Source: an optimization exercise on an open RTL-to-GDS flow (aim: small area, a short achievable clock period and few clock cycles per item). Production flows keep margins and buffers that such runs may drop.
The flow treats the clock pin as an ideal source. Dropping or thinning the clock tree relies on that and would not hold on a real chip.
Power figures rest on the tool's default switching activity, not on a simulated workload.

Setup of P:
==> flow/design.v <==
module sbox (
    input   wire [5:0] in
    ,output wire [3:0] out
);
    localparam [63:0] T0 = 64'hA4CD96D24B76B948;
    localparam [63:0] T1 = 64'hC50B38C692705D2B;
    localparam [63:0] T2 = 64'h6B5B9DA191E66B96;
    localparam [63:0] T3 = 64'h429DCD6A79E1348E;
    assign out[0] = T0[in];
    assign out[1] = T1[in];
    assign out[2] = T2[in];
    assign out[3] = T3[in];
endmodule
module C6 (
    input   wire [7:0] C6_in
    ,output wire [5:0] C6_out
);
assign C6_out[0] = C6_in[6];
assign C6_out[1] = C6_in[4];
assign C6_out[2] = C6_in[5] ^ C6_in[0];
assign C6_out[3] = C6_in[2];
assign C6_out[4] = C6_in[3];
assign C6_out[5] = C6_in[7] ^ C6_in[1];
endmodule
module M6 (
     input  wire [7:0] a
    ,output wire [5:0] b 
);
assign b[0] = a[5] ^ a[4] ;
assign b[1] = a[6];
assign b[2] = a[7];
assign b[3] = a[0];
assign b[4] = a[1];
assign b[5] = a[3] ^ a[2];
endmodule
module full_hash (
    input wire clk
    ,input wire rst_n
    ,input wire start
    ,input wire [7:0] Byte
    ,input wire End_of_File
    ,input wire F_dr
    ,output wire [0:31] R_h
    ,output wire F_rtr
    ,output wire H_ready
);
    reg  [31:4] g;         
    reg  [5:0]  x;         
    reg  [3:0]  s;         
    reg         v1;        
    reg         v2;        
    reg  [15:0] R_c;       
    reg         eof1;      
    reg         fin;       
    reg         fin2;      
    reg         done;      
    wire        xfer = F_dr & ~done;
    wire        hi_zero = (R_c[15:8] == 8'd0);
    wire        start_now = start & hi_zero & (R_c[7:0] == 8'd0);
    wire [5:0]  m6_out;
    wire [5:0]  c6_lo, c6_hi;
    wire [3:0]  s_out;
    M6 modulo_m6 (.a(Byte), .b(m6_out));
    C6 modulo_c6_lo (.C6_in(R_c[7:0]), .C6_out(c6_lo));
    C6 modulo_c6_hi (.C6_in(R_c[15:8]), .C6_out(c6_hi));
    sbox modulo_sbox (.in(x), .out(s_out));
    wire sp01, sp02, sp03, sp12, sp13, sp23;
    assign sp01 = s[0] ^ s[1];
    assign sp02 = s[0] ^ s[2];
    assign sp03 = s[0] ^ s[3];
    assign sp12 = s[1] ^ s[2];
    assign sp13 = s[1] ^ s[3];
    assign sp23 = s[2] ^ s[3];
    wire [31:4] f;
    assign f[4] = ~(g[26] ^ s[3]);
    assign f[5] = ~(g[27] ^ s[0]);
    assign f[6] = ~(g[24] ^ s[1]);
    assign f[7] = g[25] ^ s[2];
    assign f[8] = g[31] ^ s[0];
    assign f[9] = g[28] ^ s[1];
    assign f[10] = ~(g[29] ^ s[2]);
    assign f[11] = ~(g[30] ^ s[3]);
    assign f[12] = g[5] ^ sp01;
    assign f[13] = ~(g[6] ^ sp12);
    assign f[14] = ~(g[7] ^ sp23);
    assign f[15] = ~(g[4] ^ sp03);
    assign f[16] = g[10] ^ sp01;
    assign f[17] = g[11] ^ sp12;
    assign f[18] = ~(g[8] ^ sp23);
    assign f[19] = g[9] ^ sp03;
    assign f[20] = ~(g[15] ^ sp02);
    assign f[21] = g[12] ^ sp13;
    assign f[22] = ~(g[13] ^ sp02);
    assign f[23] = ~(g[14] ^ sp13);
    assign f[24] = g[16] ^ sp02;
    assign f[25] = g[17] ^ sp13;
    assign f[26] = ~(g[18] ^ sp02);
    assign f[27] = ~(g[19] ^ sp13);
    assign f[28] = g[21] ^ sp03;
    assign f[29] = g[22] ^ sp01;
    assign f[30] = ~(g[23] ^ sp12);
    assign f[31] = ~(g[20] ^ sp23);
    wire        fin_short = fin & hi_zero;
    wire [31:4] g_fold = g ^ {20'd0, s & {4{fin2}} | {2'b00, fin_short, 1'b0}, s & {4{fin}}};
    always_ff @(posedge clk) begin
        x <= F_dr ? m6_out : eof1 ? c6_hi : c6_lo;
        s <= s_out;
    end
    always_ff @(posedge clk or negedge rst_n)
        if (!rst_n) begin
            g    <= 28'h0000000;
            v1   <= 1'b0;
            v2   <= 1'b0;
            R_c  <= 16'd0;
            eof1 <= 1'b0;
            fin  <= 1'b0;
            fin2 <= 1'b0;
            done <= 1'b0;
        end else begin
            v1   <= xfer;
            v2   <= v1 & ~start_now;
            if (xfer)
                R_c <= R_c + 16'd1;
            eof1 <= End_of_File & ~(eof1 | fin | fin2 | done);
            fin  <= eof1;
            fin2 <= fin & ~hi_zero;
            done <= ~start_now & (done | fin_short | fin2);
            g    <= start_now ? 28'h0000000 : v2 ? f : g_fold;
        end
    assign F_rtr = ~done;
    assign H_ready = done;
    assign R_h[3] = ~g[4];
    assign R_h[2] = ~g[5];
    assign R_h[1] = ~g[6];
    assign R_h[0] = ~g[7];
    assign R_h[7] = g[8];
    assign R_h[6] = ~g[9];
    assign R_h[5] = g[10];
    assign R_h[4] = ~g[11];
    assign R_h[11] = g[15];
    assign R_h[10] = ~g[12];
    assign R_h[9] = ~g[13];
    assign R_h[8] = g[14];
    assign R_h[15] = ~g[19];
    assign R_h[14] = g[16];
    assign R_h[13] = g[17];
    assign R_h[12] = ~g[18];
    assign R_h[19] = ~g[22];
    assign R_h[18] = ~g[23];
    assign R_h[17] = ~g[20];
    assign R_h[16] = g[21];
    assign R_h[23] = g[26];
    assign R_h[22] = g[27];
    assign R_h[21] = g[24];
    assign R_h[20] = g[25];
    assign R_h[27] = g[29];
    assign R_h[26] = g[30];
    assign R_h[25] = g[31];
    assign R_h[24] = ~g[28];
    assign R_h[31] = g[5];
    assign R_h[30] = ~g[6];
    assign R_h[29] = ~g[7];
    assign R_h[28] = ~g[4];
endmodule
clock: 5.0 ns
lec_check: 0
cap_margin: 20
core_margin: 2
core_utilization: 40
place_density: 0.6
setup_slack_margin: 3.0
slew_margin: 20
standard.sh (not shown) runs the stock make flow with config.mk's settings and CLKGATE_MAP_FILE= SYNTH_SCRIPT=/design/flow/synth_recipe.tcl, a recipe that flattens the netlist after the stock synthesis.
==> flow/flow/run.sh <==
#!/bin/bash
# Standard ORFS layout with two changes:
#  - the port buffers are buf_2 cells instead of the cell buffer_ports picks by
#    default (a slow delay buffer);
#  - after CTS, the clock tree is rebuilt with one level of buffers
#    (flow/post_cts.tcl): the clock port drives 3 clkbuf_16 cells, each
#    driving the registers of one slice of the core.
set -euo pipefail
export BUFFER_PORTS_ARGS="-buffer_cell sky130_fd_sc_hd__buf_2"
export POST_CTS_TCL="$PWD/flow/post_cts.tcl"
bash standard.sh > make.log 2>&1
Other scripts of this flow, unchanged in this note and not shown: flow/flow/post_cts.tcl
Setup changes, P to Q
--- a/flow/design.v
+++ b/flow/design.v
@@ -1,16 +1,29 @@
 module sbox (
-    input   wire [5:0] in
+    input   wire [3:0] col
+    ,input  wire [3:0] row_oh
     ,output wire [3:0] out
 );
-    localparam [63:0] T0 = 64'hA4CD96D24B76B948;
-    localparam [63:0] T1 = 64'hC50B38C692705D2B;
-    localparam [63:0] T2 = 64'h6B5B9DA191E66B96;
-    localparam [63:0] T3 = 64'h429DCD6A79E1348E;
-    assign out[0] = T0[in];
-    assign out[1] = T1[in];
-    assign out[2] = T2[in];
-    assign out[3] = T3[in];
+    localparam [15:0] R0_0 = 16'h9E58;
+    localparam [15:0] R0_1 = 16'h4CF1;
+    localparam [15:0] R0_2 = 16'h5A96;
+    localparam [15:0] R0_3 = 16'hD962;
+    localparam [15:0] R1_0 = 16'h35E2;
+    localparam [15:0] R1_1 = 16'h9427;
+    localparam [15:0] R1_2 = 16'h8D79;
+    localparam [15:0] R1_3 = 16'h6C4B;
+    localparam [15:0] R2_0 = 16'h2B6C;
+    localparam [15:0] R2_1 = 16'hB14A;
+    localparam [15:0] R2_2 = 16'h9D71;
+    localparam [15:0] R2_3 = 16'h87B8;
+    localparam [15:0] R3_0 = 16'hCA99;
+    localparam [15:0] R3_1 = 16'h8369;
+    localparam [15:0] R3_2 = 16'h73AC;
+    localparam [15:0] R3_3 = 16'h1AA7;
+    assign out[0] = |(row_oh & {R3_0[col], R2_0[col], R1_0[col], R0_0[col]});
+    assign out[1] = |(row_oh & {R3_1[col], R2_1[col], R1_1[col], R0_1[col]});
+    assign out[2] = |(row_oh & {R3_2[col], R2_2[col], R1_2[col], R0_2[col]});
+    assign out[3] = |(row_oh & {R3_3[col], R2_3[col], R1_3[col], R0_3[col]});
 endmodule
 module C6 (
     input   wire [7:0] C6_in
     ,output wire [5:0] C6_out
@@ -44,9 +57,10 @@
     ,output wire F_rtr
     ,output wire H_ready
 );
     reg  [31:4] g;         
-    reg  [5:0]  x;         
+    reg  [3:0]  x_col;     
+    reg  [3:0]  x_row;     
     reg  [3:0]  s;         
     reg         v1;        
     reg         v2;        
     reg  [15:0] R_c;       
@@ -62,9 +76,10 @@
     wire [3:0]  s_out;
     M6 modulo_m6 (.a(Byte), .b(m6_out));
     C6 modulo_c6_lo (.C6_in(R_c[7:0]), .C6_out(c6_lo));
     C6 modulo_c6_hi (.C6_in(R_c[15:8]), .C6_out(c6_hi));
-    sbox modulo_sbox (.in(x), .out(s_out));
+    wire [5:0]  x = F_dr ? m6_out : eof1 ? c6_hi : c6_lo;
+    sbox modulo_sbox (.col(x_col), .row_oh(x_row), .out(s_out));
     wire sp01, sp02, sp03, sp12, sp13, sp23;
     assign sp01 = s[0] ^ s[1];
     assign sp02 = s[0] ^ s[2];
     assign sp03 = s[0] ^ s[3];
@@ -102,9 +117,10 @@
     assign f[31] = ~(g[20] ^ sp23);
     wire        fin_short = fin & hi_zero;
     wire [31:4] g_fold = g ^ {20'd0, s & {4{fin2}} | {2'b00, fin_short, 1'b0}, s & {4{fin}}};
     always_ff @(posedge clk) begin
-        x <= F_dr ? m6_out : eof1 ? c6_hi : c6_lo;
+        x_col <= x[4:1];
+        x_row <= 4'b0001 << {x[5], x[0]};
         s <= s_out;
     end
     always_ff @(posedge clk or negedge rst_n)
         if (!rst_n) begin
Q: PASS, flow complete, no timing, DRC or antenna violations
Compared with P, Q improves hold slack.
Summary of the comparison: synthesized-area fraction occupied by xor and xnor cells is lower in Q, relative to P.
Q: total power about 90% above P
In Q, detailed-routing wirelength on met1 is higher than in P.
Relative contribution of combinational cells to total power was higher in the run labelled Q.
No functional check of the RTL was part of any run of this note. In P the design's own scripts or RTL, not TritonCTS, make the clock network.

## re-timing with driven ports
Ports are ideal in the flow. The routed layouts listed here were re-timed in OpenROAD. Step 1, drivers: a clkbuf_16 drives clk and a buf_2 each remaining input, both assumed. Step 2 moves the port delays by t, midway between the first and last clock arrival at a register: inputs arrive t later, outputs are due t later. That takes back most of the time a late clock gives input paths. Slacks: ideal / step 1 / step 2; pairs: ideal / step 1.
run	shift t [ns]	setup WS [ns]	worst setup path at the end	latest minus earliest clock arrival (ns)	worst data-port slew with drivers (ns)
P	0.210	3.080 / 3.080 / 2.893	input to register	0.010 / 0.010	0.04
Q	0.214	3.004 / 3.042 / 2.828	input to register	0.008 / 0.008	0.03
After both steps setup and hold are still met in every run listed. The setup slack of P, which loses most, moves by 0.000 ns with the drivers and by -0.187 ns with both steps.
